Source: an optimization exercise on an open RTL-to-GDS flow (aim: small area). Production flows keep margins and buffers that such runs may drop.
Only simulation tests tie the RTL to the original design; equivalence was not proved.

==> inputs of run K <==
==> flow/design.v <==
`timescale 1ns / 1ps
module barrelShifter(
    input [31:0] d,
    input [7:0] n,
    input [1:0] t,
    input r,
    input z,
    input cf,
    output [31:0] q,
    output reg co
);
    wire nz  = (n == 8'd0);
    wire big = |n[7:5];
    wire lsl = (t == 2'b00);
    wire lsr = (t == 2'b01);
    wire asr = (t == 2'b10);
    wire ror = (t == 2'b11);
    wire rrx = ror & nz & ~r;
    wire n32 = (n == 8'd32);
    wire [4:0] k = lsl ? (5'd0 - n[4:0]) : {n[4:1], n[0] | rrx};
    wire [31:0] r0 = k[0] ? {d[0], d[31:1]} : d;
    wire [31:0] r1 = k[1] ? {r0[1:0], r0[31:2]} : r0;
    wire [31:0] r2 = k[2] ? {r1[3:0], r1[31:4]} : r1;
    wire [31:0] r3 = k[3] ? {r2[7:0], r2[31:8]} : r2;
    wire [31:0] rot = k[4] ? {r3[15:0], r3[31:16]} : r3;
    wire fill = asr & d[31];
    genvar i;
    generate
        for (i = 0; i < 32; i = i + 1) begin : m
            wire keep_l = ~big & ~z & (i >= n[4:0]);
            wire keep_r = ~big & ~nz & ((i + n[4:0]) <= 31);
            wire keep = lsl ? keep_l :
                        ror ? 1'b1 :
                        (keep_r | (nz & r & lsr));
            if (i == 31) begin : top
                assign q[i] = rrx ? cf : (keep ? rot[i] : fill);
            end else begin : low
                assign q[i] = keep ? rot[i] : fill;
            end
        end
    endgenerate
    always @(*) begin
        case (t)
            2'b00:   co = nz ? cf : ((big & ~n32) ? 1'b0 : rot[0]);
            2'b01:   co = (nz & r) ? cf : ((big & ~n32) ? 1'b0 : rot[31]);
            2'b10:   co = (nz | big) ? d[31] : rot[31];
            default: co = (nz & r) ? cf : rot[31];
        endcase
    end
endmodule
`timescale 1ns / 1ps
module ALU(
    input [31:0] x, y,
    input xinv, yinv, cin,
    input [3:0] rsel,
    input [31:0] mrd,
    output [31:0] f,
    output [31:0] sum,
    output cout
);
    wire [31:0] xp = x ^ {32{xinv}};
    wire [31:0] yp = y ^ {32{yinv}};
    wire [31:0] p = xp ^ yp;
    wire [31:0] g = xp & yp;
    wire [32:0] c;
    assign c[0] = cin;
    genvar i;
    generate
        for (i = 0; i < 32; i = i + 1) begin : bit_
            assign c[i+1] = g[i] | (p[i] & c[i]);
        end
    endgenerate
    assign sum = p ^ c[31:0];
    assign cout = c[32];
    assign f = (sum & {32{rsel[0]}}) | (p & {32{rsel[1]}}) |
               (g & {32{rsel[2]}}) | (mrd & {32{rsel[3]}});
endmodule
`timescale 1ns / 1ps
`timescale 1ns / 1ps
module RegFile(
    input clk,
    input Rst,
    input we,
    input [3:0] wa,
    input [31:0] wd,
    input [3:0] ra,
    input re,                   
    output [31:0] rq
);
    reg [15:0] valid;
    wire [31:0] q [0:15];
    wire [31:0] part [0:16];
    assign part[0] = 32'd0;
    genvar i;
    generate
        for (i = 0; i < 16; i = i + 1) begin : r
            reg [31:0] data;
            always @(posedge clk)
                if (we && wa == i) data <= wd;
            always @(posedge clk or posedge Rst)
                if (Rst) valid[i] <= 1'b0;
                else if (we && wa == i) valid[i] <= 1'b1;
            wire sel = re && valid[i] && ra == i;
            assign part[i+1] = part[i] | (data & {32{sel}});
        end
    endgenerate
    assign rq = part[16];
endmodule
`timescale 1ns / 1ps
`timescale 1ns / 1ps
`timescale 1ns / 1ps
`timescale 1ns / 1ps
module top_CPU(
    input clk, Rst,
    output [5:0] Inst_Addr,
    input [31:0] Inst_Data,
    output [6:0] Mem_Addr,
    output [31:0] M_W_Data,
    output Mem_Write,
    input [31:0] M_R_Data
);
    localparam [4:0] IDLE = 5'd0,
                     FE   = 5'd1,    
                     D1   = 5'd2,    
                     D2   = 5'd3,
                     D3   = 5'd4,
                     X1   = 5'd5,    
                     X7   = 5'd6,
                     B8   = 5'd7,    
                     J9   = 5'd8,    
                     L10  = 5'd9,    
                     L11  = 5'd10,
                     M1   = 5'd11,   
                     M12  = 5'd12,
                     L13  = 5'd13,   
                     L14  = 5'd14,
                     T15  = 5'd15,   
                     T14  = 5'd16,
                     W1   = 5'd17,   
                     W16  = 5'd18,
                     W17  = 5'd19,
                     W18  = 5'd20;
    reg [4:0] ST;
    reg [4:0] Next_ST;
    reg [27:0] IR;
    reg [3:0]  NZCV;
    reg [31:0] PC;
    reg        pcv;           
    reg [31:0] B;
    reg [7:0]  C8;
    reg [6:0]  F7;
    wire [3:0] rn = IR[19:16];
    wire [3:0] rd = IR[15:12];
    wire [3:0] rs = IR[11:8];
    wire [3:0] rm = IR[3:0];
    wire [3:0] OP = IR[24:21];
    wire P = IR[24];
    wire U = IR[23];
    wire W = IR[21];
    wire Ibit = IR[25];
    wire wb = W | ~P;
    wire sFE  = (ST == FE);
    wire sD1  = (ST == D1);
    wire sD2  = (ST == D2);
    wire sD3  = (ST == D3);
    wire sX1  = (ST == X1);
    wire sX7  = (ST == X7);
    wire sB8  = (ST == B8);
    wire sJ9  = (ST == J9);
    wire sL10 = (ST == L10);
    wire sL11 = (ST == L11);
    wire sM1  = (ST == M1);
    wire sM12 = (ST == M12);
    wire sL13 = (ST == L13);
    wire sL14 = (ST == L14);
    wire sT15 = (ST == T15);
    wire sT14 = (ST == T14);
    wire sW16 = (ST == W16);
    wire sW18 = (ST == W18);
    wire [31:0] I = Inst_Data;
    reg flag;
    always @(*) begin
        case (I[31:28])
            4'b0000: flag = NZCV[2];
            4'b0001: flag = !NZCV[2];
            4'b0010: flag = NZCV[1];
            4'b0011: flag = !NZCV[1];
            4'b0100: flag = NZCV[3];
            4'b0101: flag = !NZCV[3];
            4'b0110: flag = NZCV[0];
            4'b0111: flag = !NZCV[0];
            4'b1000: flag = NZCV[1] & !NZCV[2];
            4'b1001: flag = !NZCV[1] | NZCV[2];
            4'b1010: flag = NZCV[3] ^~ NZCV[0];
            4'b1011: flag = NZCV[3] ^ NZCV[0];
            4'b1100: flag = !NZCV[2] & (NZCV[3] ^~ NZCV[0]);
            4'b1101: flag = NZCV[2] | (NZCV[3] ^ NZCV[0]);
            4'b1110: flag = 1'b1;
            default: flag = 1'b0;
        endcase
    end
    wire [3:0] i_rn = I[19:16];
    wire [3:0] i_rd = I[15:12];
    wire [3:0] i_rm = I[3:0];
    wire i_W = I[21];
    wire i_isBX  = (I[27:25] == 3'b000) && (I[24:4] == 21'b1_0010_1111_1111_1111_0001);
    wire i_isSWP = (I[27:25] == 3'b000) && !i_isBX && (I[24:20] == 5'b1_0000) && (I[11:4] == 8'b0000_1001);
    wire i_isDP01 = (I[27:25] == 3'b000) && !i_isBX && !i_isSWP && (!I[4] || !I[7]);
    wire i_isDP2 = (I[27:25] == 3'b001);
    wire i_isMEM = (I[27:26] == 2'b01) && !I[22];
    wire i_isB   = (I[27:25] == 3'b101);
    wire swp_ok  = (~&i_rd & ~&i_rn & ~&i_rm) && i_rn != i_rd && i_rn != i_rm;
    wire str_bad = &i_rm || (i_W && (&i_rn || i_rn == i_rd));
    wire i_mem_bad = (I[25] | !I[20]) ? str_bad : (i_W && i_rn == i_rd);
    wire go = flag & (i_isDP01 | i_isDP2 | i_isB | (i_isBX) |
                      (i_isSWP & swp_ok) | (i_isMEM & !i_mem_bad));
    always @(*) begin
        Next_ST = FE;
        case (ST)
            IDLE: Next_ST = FE;
            FE: begin
                if (!go)            Next_ST = FE;
                else if (i_isB)     Next_ST = I[24] ? L10 : B8;
                else if (i_isBX)    Next_ST = X1;
                else if (i_isSWP)   Next_ST = W1;
                else if (i_isMEM)   Next_ST = M1;
                else                Next_ST = D1;
            end
            D1:  Next_ST = D2;
            D2:  Next_ST = D3;
            X1:  Next_ST = X7;
            B8:  Next_ST = J9;
            L10: Next_ST = L11;
            L11: Next_ST = J9;
            M1:  Next_ST = M12;
            M12: Next_ST = IR[20] ? L13 : T15;
            L13: Next_ST = L14;
            T15: Next_ST = T14;
            W1:  Next_ST = W16;
            W16: Next_ST = W17;
            W17: Next_ST = W18;
            default: Next_ST = FE;
        endcase
    end
    always @(posedge clk or posedge Rst)
        if (Rst) ST <= IDLE;
        else     ST <= Next_ST;
    always @(posedge clk)
        if (sFE) IR <= Inst_Data[27:0];
    reg [3:0] ra;
    always @(*) begin
        if (sD2)                                     ra = rs;
        else if (sT15)                               ra = rd;
        else if (sD3 | sM12 | sL13 | sT14 | sW16)    ra = rn;
        else                                         ra = rm;
    end
    wire dp_mov = (OP == 4'b1101) | (OP == 4'b1111);
    wire sel_pc  = sFE | sJ9 | sL11;
    wire sel_i24 = sB8 | sL10;
    wire sel_i8  = sD1 & Ibit;
    wire sel_i12 = sM1 & ~Ibit;
    wire sel_rf  = (sD1 & ~Ibit) | sX1 | (sM1 & Ibit) | sW18 | sD2 |
                   (sD3 & ~dp_mov) | sM12 | sL13 | sT14 | sW16 | sT15;
    wire [31:0] rf_q;
    wire        we;
    reg  [3:0]  wa;
    wire [31:0] wdata;
    RegFile RegFile_Instance(
        .clk(clk), .Rst(Rst),
        .we(we), .wa(wa), .wd(wdata),
        .ra(ra), .re(sel_rf), .rq(rf_q));
    wire [31:0] imm = { {8{IR[23] & sel_i24}},
                        IR[23:12] & {12{sel_i24}},
                        IR[11:8] & {4{sel_i24 | sel_i12}},
                        IR[7:0] & {8{sel_i24 | sel_i12 | sel_i8}} };
    wire [31:0] PC_eff = PC & {32{pcv}};
    wire [31:0] bus = rf_q | imm | (PC_eff & {32{sel_pc}});
    assign M_W_Data = bus;
    always @(posedge clk)
        if (sD1 | sX1 | sM1 | sB8 | sL10) B <= bus;
    always @(posedge clk)
        C8 <= bus[7:0];
    reg [1:0] sh_t;
    reg       sh_r;
    reg [7:0] sh_n;
    reg       sh_z;    
    always @(*) begin
        sh_t = 2'b00; sh_r = 1'b1; sh_n = 8'd0; sh_z = 1'b0;
        if (sD3) begin
            if (Ibit) begin
                sh_t = 2'b11; sh_r = 1'b1; sh_n = {3'b000, IR[11:8], 1'b0};
            end else if (IR[4]) begin
                sh_t = IR[6:5]; sh_r = 1'b1; sh_n = C8;
            end else begin
                sh_t = IR[6:5]; sh_r = 1'b0; sh_n = {3'b000, IR[11:7]};
            end
        end else if (sFE | sL11 | sW16 | (sM12 & IR[20] & ~P)) begin
            sh_z = 1'b1;
        end else if ((sM12 | sL13 | sT14) & Ibit) begin
            sh_t = IR[6:5]; sh_r = 1'b0; sh_n = {3'b000, IR[11:7]};
        end else if (sJ9) begin
            sh_n = 8'd2;
        end
    end
    wire [31:0] sh_out;
    wire        sh_c;
    barrelShifter barrelShifter_Instance(
        .d(B), .n(sh_n), .t(sh_t), .r(sh_r), .z(sh_z), .cf(NZCV[1]),
        .q(sh_out), .co(sh_c));
    reg xinv, yinv;
    reg [1:0] cs;         
    reg [3:0] rsel;       
    reg arith;
    always @(*) begin
        xinv = 1'b0; yinv = 1'b0; cs = 2'd0; rsel = 4'b0001; arith = 1'b1;
        if (sD3) begin
            case (OP)
                4'b0000, 4'b1000: begin rsel = 4'b0100; arith = 1'b0; end             
                4'b0001, 4'b1001: begin rsel = 4'b0010; arith = 1'b0; end             
                4'b0010, 4'b1010: begin yinv = 1'b1; cs = 2'd1; end                   
                4'b0011:          begin xinv = 1'b1; cs = 2'd1; end                   
                4'b0100, 4'b1011: begin end                                           
                4'b0101:          begin cs = 2'd2; end                                
                4'b0110:          begin yinv = 1'b1; cs = 2'd2; end                   
                4'b0111:          begin xinv = 1'b1; cs = 2'd2; end                   
                4'b1100:          begin rsel = 4'b0110; arith = 1'b0; end             
                4'b1101:          begin rsel = 4'b0010; arith = 1'b0; end             
                4'b1110:          begin yinv = 1'b1; rsel = 4'b0100; arith = 1'b0; end  
                default:          begin yinv = 1'b1; rsel = 4'b0010; arith = 1'b0; end  
            endcase
        end else if ((sM12 & ~(IR[20] & ~P)) | sL13 | sT14) begin
            if (!U) begin yinv = 1'b1; cs = 2'd1; end
        end else if (sL14 | sW18) begin
            rsel = 4'b1000;
        end
    end
    wire [31:0] alu_f;
    wire [31:0] alu_sum;
    wire        alu_c, alu_v;
    ALU ALU_Instance(
        .x(bus), .y({sh_out[31:3], sh_out[2] | sFE, sh_out[1:0]}),
        .xinv(xinv), .yinv(yinv),
        .cin(cs[1] ? NZCV[1] : cs[0]),
        .rsel(rsel), .mrd(M_R_Data),
        .f(alu_f), .sum(alu_sum), .cout(alu_c));
    assign alu_v = (alu_c ^ (xinv | yinv)) ^ alu_f[31];
    always @(posedge clk or posedge Rst)
        if (Rst) NZCV <= 4'b0000;
        else if (sD3 & IR[20])
            NZCV <= {alu_f[31], alu_f == 32'd0,
                     arith ? alu_c : sh_c,
                     arith ? alu_v : NZCV[0]};
    assign wdata = alu_f;
    assign we = (sD3 & (~OP[3] | OP[2])) | sL11 | (sL13 & wb) |
                (sL14 & ~(wb & (rd == rn))) | (sT14 & wb) | sW18;
    always @(*) begin
        if (sL11)              wa = 4'd14;
        else if (sL13 | sT14)  wa = rn;
        else                   wa = rd;
    end
    always @(posedge clk)
        if (sM12 | sW16) F7 <= alu_f[6:0];
    assign Mem_Addr = F7;
    assign Mem_Write = sT15 | sW18;
    wire pc_we = sFE | sX7 | sJ9;
    always @(posedge clk)
        if (pc_we) PC <= alu_sum;
    always @(posedge clk or posedge Rst)
        if (Rst) pcv <= 1'b0;
        else     pcv <= (ST != IDLE);
    assign Inst_Addr = pc_we ? alu_sum[7:2] : PC_eff[7:2];
endmodule
==> flow/run.sh <==
#!/bin/bash
# synth_recipe.tcl (not shown) runs the flow's synth.tcl, then flattens the netlist and writes it again
# the make line also repeats each setting of config.mk as NAME=value (left out here)
make -C /OpenROAD-flow-scripts/flow DESIGN_CONFIG=/design/flow/config.mk WORK_HOME=/design/flow/orfs CLKGATE_MAP_FILE= SYNTH_SCRIPT=/design/flow/synth_recipe.tcl finish
==> flow/config.mk <==
export PLATFORM = sky130hd
export DESIGN_NAME = top_CPU
export DESIGN_NICKNAME = top_CPU
export VERILOG_FILES = /design/flow/design.v
export SDC_FILE = /design/flow/constraint.sdc
export NUM_CORES = 4
export LEC_CHECK = 0
export CAP_MARGIN = 20
export CORE_MARGIN = 2
export CORE_UTILIZATION = 30
export PLACE_DENSITY = 0.5
export SETUP_SLACK_MARGIN = 1.0
export SLEW_MARGIN = 20
==> flow/constraint.sdc <==
create_clock -name core_clock -period 22.0 [get_ports {clk}]
set_input_delay 4.4000 -clock core_clock [delete_from_list [all_inputs] [get_ports {clk}]]
set_output_delay 4.4000 -clock core_clock [all_outputs]
set_load 0.01 [all_outputs]
==> run Y (differences from run K) <==
==> flow/design.v, changed modules only <==
module barrelShifter(
    input [31:0] d,
    input [7:0] n,
    input [1:0] t,
    input r,
    input z,
    input cf,
    output [31:0] q,
    output co
);
    wire [4:0] s = n[4:0];
    wire nz  = (n == 8'd0);
    wire big = |n[7:5];
    wire n32 = big & (n[7:6] == 2'b00) & (s == 5'd0);
    wire lsl = (t == 2'b00);
    wire lsr = (t == 2'b01);
    wire asr = (t == 2'b10);
    wire ror = (t == 2'b11);
    wire rrx = ror & nz & ~r;
    wire sign = d[31];
    wire zero_all = z | (lsr & ((nz & ~r) | big)) | (lsl & big & ~n32);
    wire sign_all = asr & (nz | big);
    wire [31:0] hi_d = (lsl | ror) ? d : {32{asr & sign}};
    wire [31:0] hi = zero_all ? 32'd0 : sign_all ? {32{sign}} :
                     {hi_d[31:1], rrx ? cf : hi_d[0]};
    wire [31:0] lo = zero_all ? 32'd0 : sign_all ? {32{sign}} :
                     (lsl & ~nz) ? 32'd0 : d;
    wire dn = sign & ~(lsr & big & ~n32);
    wire [4:0] k = lsl ? (5'd0 - s) : {s[4:1], s[0] | rrx};
    wire [64:0] v = {hi, lo, dn};
    wire [48:0] v4 = k[4] ? v[64:16] : v[48:0];
    wire [40:0] v3 = k[3] ? v4[48:8] : v4[40:0];
    wire [36:0] v2 = k[2] ? v3[40:4] : v3[36:0];
    wire [34:0] v1 = k[1] ? v2[36:2] : v2[34:0];
    wire [33:0] w  = k[0] ? v1[34:1] : v1[33:0];
    assign q = w[32:1];
    assign co = (nz & (lsl | (r & ~asr))) ? cf : (lsl ? w[33] : w[0]);
endmodule
module ALU(
    input [31:0] x, y,
    input yinv, cin,
    input [4:0] rs,
    input [31:0] mrd,
    output [31:0] f,
    output [31:0] sum,
    output cout
);
    wire [31:0] yp = y ^ {32{yinv}};
    wire [31:0] p = x ^ yp;
    wire [31:0] g = x & yp;
    wire [32:0] c;
    assign c[0] = cin;
    genvar i;
    generate
        for (i = 0; i < 32; i = i + 1) begin : bit_
            assign c[i+1] = g[i] | (p[i] & c[i]);
        end
    endgenerate
    assign sum = p ^ c[31:0];
    assign cout = c[32];
    assign f = (sum & {32{rs[0]}}) | (~sum & {32{rs[1]}}) | (p & {32{rs[2]}}) |
               (g & {32{rs[3]}}) | (mrd & {32{rs[4]}});
endmodule
module top_CPU(
    input clk, Rst,
    output [5:0] Inst_Addr,
    input [31:0] Inst_Data,
    output [6:0] Mem_Addr,
    output [31:0] M_W_Data,
    output Mem_Write,
    input [31:0] M_R_Data
);
    localparam [4:0] IDLE = 5'd0,
                     FE   = 5'd1,    
                     D1   = 5'd2,    
                     D2   = 5'd3,
                     D3   = 5'd4,
                     X1   = 5'd5,    
                     X7   = 5'd6,
                     B8   = 5'd7,    
                     J9   = 5'd8,    
                     L10  = 5'd9,    
                     L11  = 5'd10,
                     M1   = 5'd11,   
                     M12  = 5'd12,
                     L13  = 5'd13,   
                     L14  = 5'd14,
                     T15  = 5'd15,   
                     T14  = 5'd16,
                     W1   = 5'd17,   
                     W16  = 5'd18,
                     W17  = 5'd19,
                     W18  = 5'd20;
    reg [4:0] ST;
    reg [4:0] Next_ST;
    reg [27:0] IR;
    reg [3:0]  NZCV;
    reg [31:0] PC;
    reg        pcv;           
    reg [31:0] B;
    reg [7:0]  C8;            
    wire [3:0] rn = IR[19:16];
    wire [3:0] rd = IR[15:12];
    wire [3:0] rs = IR[11:8];
    wire [3:0] rm = IR[3:0];
    wire [3:0] OP = IR[24:21];
    wire P = IR[24];
    wire U = IR[23];
    wire W = IR[21];
    wire Ibit = IR[25];
    wire wb = W | ~P;
    wire sFE  = (ST == FE);
    wire sD1  = (ST == D1);
    wire sD2  = (ST == D2);
    wire sD3  = (ST == D3);
    wire sX1  = (ST == X1);
    wire sX7  = (ST == X7);
    wire sB8  = (ST == B8);
    wire sJ9  = (ST == J9);
    wire sL10 = (ST == L10);
    wire sL11 = (ST == L11);
    wire sM1  = (ST == M1);
    wire sM12 = (ST == M12);
    wire sL13 = (ST == L13);
    wire sL14 = (ST == L14);
    wire sT15 = (ST == T15);
    wire sT14 = (ST == T14);
    wire sW16 = (ST == W16);
    wire sW18 = (ST == W18);
    wire [31:0] I = Inst_Data;
    reg flag;
    always @(*) begin
        case (I[31:28])
            4'b0000: flag = NZCV[2];
            4'b0001: flag = !NZCV[2];
            4'b0010: flag = NZCV[1];
            4'b0011: flag = !NZCV[1];
            4'b0100: flag = NZCV[3];
            4'b0101: flag = !NZCV[3];
            4'b0110: flag = NZCV[0];
            4'b0111: flag = !NZCV[0];
            4'b1000: flag = NZCV[1] & !NZCV[2];
            4'b1001: flag = !NZCV[1] | NZCV[2];
            4'b1010: flag = NZCV[3] ^~ NZCV[0];
            4'b1011: flag = NZCV[3] ^ NZCV[0];
            4'b1100: flag = !NZCV[2] & (NZCV[3] ^~ NZCV[0]);
            4'b1101: flag = NZCV[2] | (NZCV[3] ^ NZCV[0]);
            4'b1110: flag = 1'b1;
            default: flag = 1'b0;
        endcase
    end
    wire [3:0] i_rn = I[19:16];
    wire [3:0] i_rd = I[15:12];
    wire [3:0] i_rm = I[3:0];
    wire i_W = I[21];
    wire i_isBX  = (I[27:25] == 3'b000) && (I[24:4] == 21'b1_0010_1111_1111_1111_0001);
    wire i_isSWP = (I[27:25] == 3'b000) && !i_isBX && (I[24:20] == 5'b1_0000) && (I[11:4] == 8'b0000_1001);
    wire i_isDP01 = (I[27:25] == 3'b000) && !i_isBX && !i_isSWP && (!I[4] || !I[7]);
    wire i_isDP2 = (I[27:25] == 3'b001);
    wire i_isMEM = (I[27:26] == 2'b01) && !I[22];
    wire i_isB   = (I[27:25] == 3'b101);
    wire swp_ok  = (~&i_rd & ~&i_rn & ~&i_rm) && i_rn != i_rd && i_rn != i_rm;
    wire str_bad = &i_rm || (i_W && (&i_rn || i_rn == i_rd));
    wire i_mem_bad = (I[25] | !I[20]) ? str_bad : (i_W && i_rn == i_rd);
    wire go = flag & (i_isDP01 | i_isDP2 | i_isB | (i_isBX) |
                      (i_isSWP & swp_ok) | (i_isMEM & !i_mem_bad));
    always @(*) begin
        Next_ST = FE;
        case (ST)
            IDLE: Next_ST = FE;
            FE: begin
                if (!go)            Next_ST = FE;
                else if (i_isB)     Next_ST = I[24] ? L10 : B8;
                else if (i_isBX)    Next_ST = X1;
                else if (i_isSWP)   Next_ST = W1;
                else if (i_isMEM)   Next_ST = M1;
                else                Next_ST = D1;
            end
            D1:  Next_ST = D2;
            D2:  Next_ST = D3;
            X1:  Next_ST = X7;
            B8:  Next_ST = J9;
            L10: Next_ST = L11;
            L11: Next_ST = J9;
            M1:  Next_ST = M12;
            M12: Next_ST = IR[20] ? L13 : T15;
            L13: Next_ST = L14;
            T15: Next_ST = T14;
            W1:  Next_ST = W16;
            W16: Next_ST = W17;
            W17: Next_ST = W18;
            default: Next_ST = FE;
        endcase
    end
    always @(posedge clk or posedge Rst)
        if (Rst) ST <= IDLE;
        else     ST <= Next_ST;
    always @(posedge clk)
        if (sFE) IR <= Inst_Data[27:0];
    reg [3:0] ra;
    always @(*) begin
        if (sD2)                                     ra = rs;
        else if (sT15)                               ra = rd;
        else if (sD3 | sM12 | sL13 | sT14 | sW16)    ra = rn;
        else                                         ra = rm;
    end
    wire dp_mov = (OP == 4'b1101) | (OP == 4'b1111);
    wire sel_pc  = sFE | sJ9 | sL11;
    wire sel_i24 = sB8 | sL10;
    wire sel_i8  = sD1 & Ibit;
    wire sel_i12 = sM1 & ~Ibit;
    wire sel_rf  = (sD1 & ~Ibit) | sX1 | (sM1 & Ibit) | sW18 | sD2 |
                   (sD3 & ~dp_mov) | sM12 | sL13 | sT14 | sW16 | sT15;
    wire [31:0] rf_q;
    wire        we;
    reg  [3:0]  wa;
    wire [31:0] wdata;
    RegFile RegFile_Instance(
        .clk(clk), .Rst(Rst),
        .we(we), .wa(wa), .wd(wdata),
        .ra(ra), .re(sel_rf), .rq(rf_q));
    wire [31:0] imm = { {8{IR[23] & sel_i24}},
                        IR[23:12] & {12{sel_i24}},
                        IR[11:8] & {4{sel_i24 | sel_i12}},
                        IR[7:0] & {8{sel_i24 | sel_i12 | sel_i8}} };
    wire [31:0] PC_eff = PC & {32{pcv}};
    wire [31:0] bus = rf_q | imm | (PC_eff & {32{sel_pc}});
    assign M_W_Data = bus;
    always @(posedge clk)
        if (sD1 | sX1 | sM1 | sB8 | sL10) B <= bus;
    reg [1:0] sh_t;
    reg       sh_r;
    reg [7:0] sh_n;
    reg       sh_z;    
    always @(*) begin
        sh_t = 2'b00; sh_r = 1'b1; sh_n = 8'd0; sh_z = 1'b0;
        if (sD3) begin
            if (Ibit) begin
                sh_t = 2'b11; sh_r = 1'b1; sh_n = {3'b000, IR[11:8], 1'b0};
            end else if (IR[4]) begin
                sh_t = IR[6:5]; sh_r = 1'b1; sh_n = C8;
            end else begin
                sh_t = IR[6:5]; sh_r = 1'b0; sh_n = {3'b000, IR[11:7]};
            end
        end else if (sFE | sD2 | sL11 | sW16 | (sM12 & IR[20] & ~P)) begin
            sh_z = 1'b1;
        end else if ((sM12 | sL13 | sT14) & Ibit) begin
            sh_t = IR[6:5]; sh_r = 1'b0; sh_n = {3'b000, IR[11:7]};
        end else if (sJ9) begin
            sh_n = 8'd2;
        end
    end
    wire [31:0] sh_out;
    wire        sh_c;
    barrelShifter barrelShifter_Instance(
        .d(B), .n(sh_n), .t(sh_t), .r(sh_r), .z(sh_z), .cf(NZCV[1]),
        .q(sh_out), .co(sh_c));
    wire [15:0] opd = 16'd1 << OP;
    wire d_and   = opd[0] | opd[8] | opd[14];               
    wire d_xor   = opd[1] | opd[9] | opd[13] | opd[15];     
    wire d_orr   = opd[12];
    wire d_nsum  = opd[3] | opd[7];                         
    wire d_arith = ~(d_and | d_xor | d_orr);
    wire d_yinv  = opd[2] | opd[10] | opd[3] | opd[6] | opd[7] | opd[14] | opd[15];
    wire d_cin   = opd[2] | opd[10] | ((opd[5] | opd[6] | opd[7]) & (NZCV[1] ^ opd[7]));
    wire mem_u   = (sM12 & ~(IR[20] & ~P)) | sL13 | sT14;   
    wire use_mrd = sL14 | sW18;
    wire yinv = sD3 ? d_yinv : (mem_u & ~U);
    wire cin  = sD3 ? d_cin  : (mem_u & ~U);
    wire [4:0] rsl = sD3 ? {1'b0, d_and | d_orr, d_xor | d_orr, d_nsum, d_arith & ~d_nsum}
                         : {use_mrd, 3'b000, ~use_mrd};
    wire arith = d_arith;
    wire [31:0] alu_f;
    wire [31:0] alu_sum;
    wire        alu_c, alu_v;
    ALU ALU_Instance(
        .x(bus), .y({sh_out[31:3], sh_out[2] | sFE, sh_out[1:0]}),
        .yinv(yinv),
        .cin(cin),
        .rs(rsl), .mrd(M_R_Data),
        .f(alu_f), .sum(alu_sum), .cout(alu_c));
    wire c32 = alu_c ^ (yinv & ~rsl[1]);
    assign alu_v = c32 ^ alu_f[31];
    wire alu_cflag = alu_c ^ rsl[1];
    always @(posedge clk or posedge Rst)
        if (Rst) NZCV <= 4'b0000;
        else if (sD3 & IR[20])
            NZCV <= {alu_f[31], alu_f == 32'd0,
                     arith ? alu_cflag : sh_c,
                     arith ? alu_v : NZCV[0]};
    assign wdata = alu_f;
    assign we = (sD3 & (~OP[3] | OP[2])) | sL11 | (sL13 & wb) |
                (sL14 & ~(wb & (rd == rn))) | (sT14 & wb) | sW18;
    always @(*) begin
        if (sL11)              wa = 4'd14;
        else if (sL13 | sT14)  wa = rn;
        else                   wa = rd;
    end
    always @(posedge clk)
        if (sD2 | sM12 | sW16) C8 <= alu_f[7:0];
    assign Mem_Addr = C8[6:0];
    assign Mem_Write = sT15 | sW18;
    wire pc_we = sFE | sX7 | sJ9;
    always @(posedge clk)
        if (pc_we) PC <= alu_sum;
    always @(posedge clk or posedge Rst)
        if (Rst) pcv <= 1'b0;
        else     pcv <= (ST != IDLE);
    assign Inst_Addr = pc_we ? alu_sum[7:2] : PC_eff[7:2];
endmodule
Settings changed: CORE_UTILIZATION 30 to 45, CTS_CLUSTER_DIAMETER from default to 100, CTS_CLUSTER_SIZE from default to 25, PLACE_DENSITY 0.5 to 0.7.
==> notes <==
- Final cell count: run Y is smaller than run K (about 15%).
- Against run K, the cell area of run Y is lower by about 7%.
- Of run K and run Y, run Y has the higher core utilization (gap 15 points).
- Run K finished with timing, DRC and antenna clean. Run Y finished clean.
- Non-clock buffer count: run Y is lower than run K (8).
- Against run Y, the hold slack of run K is higher by 0.0079 ns.
- Critical path depth: run Y is higher than run K (1).
- Synthesized cell count: run K is smaller than run Y (1.6%).
- Of run Y and run K, run K has the higher register-to-register slack (gap 1.7 ns).
- In run K the sequential share of layout area is lower than in run Y, by 3.0 points.

==> port drivers added, routing unchanged <==
The results above use ideal ports. As a check the final layouts listed here were re-extracted and re-timed, cells and wires unchanged.
Step 1 (the two cells are an assumption about what drives the block):
set clk [get_ports {clk}]
set_driving_cell -lib_cell sky130_fd_sc_hd__clkbuf_16 $clk
set_driving_cell -lib_cell sky130_fd_sc_hd__buf_2 [delete_from_list [all_inputs] $clk]
Step 2, shift: input delay + t, output delay - t, t = (earliest + latest rising clock arrival at the registers) / 2. This alone moves slack from input paths to output paths.
Three values: no drivers, after step 1, after step 2; two values: the first two.
run | t, ns | slack for setup (ns) | worst hold slack (ns) | worst setup path after step 2 | worst register clock-pin slew, ns
run K | 0.695 | 3.607 / 3.607 / 3.607 | 0.474 / 0.474 / 0.474 | register to register | 0.07 / 0.07
run Y | 0.653 | 1.866 / 1.866 / 1.866 | 0.466 / 0.466 / 0.466 | register to register | 0.10 / 0.10
After both steps every run listed still meets setup and hold.
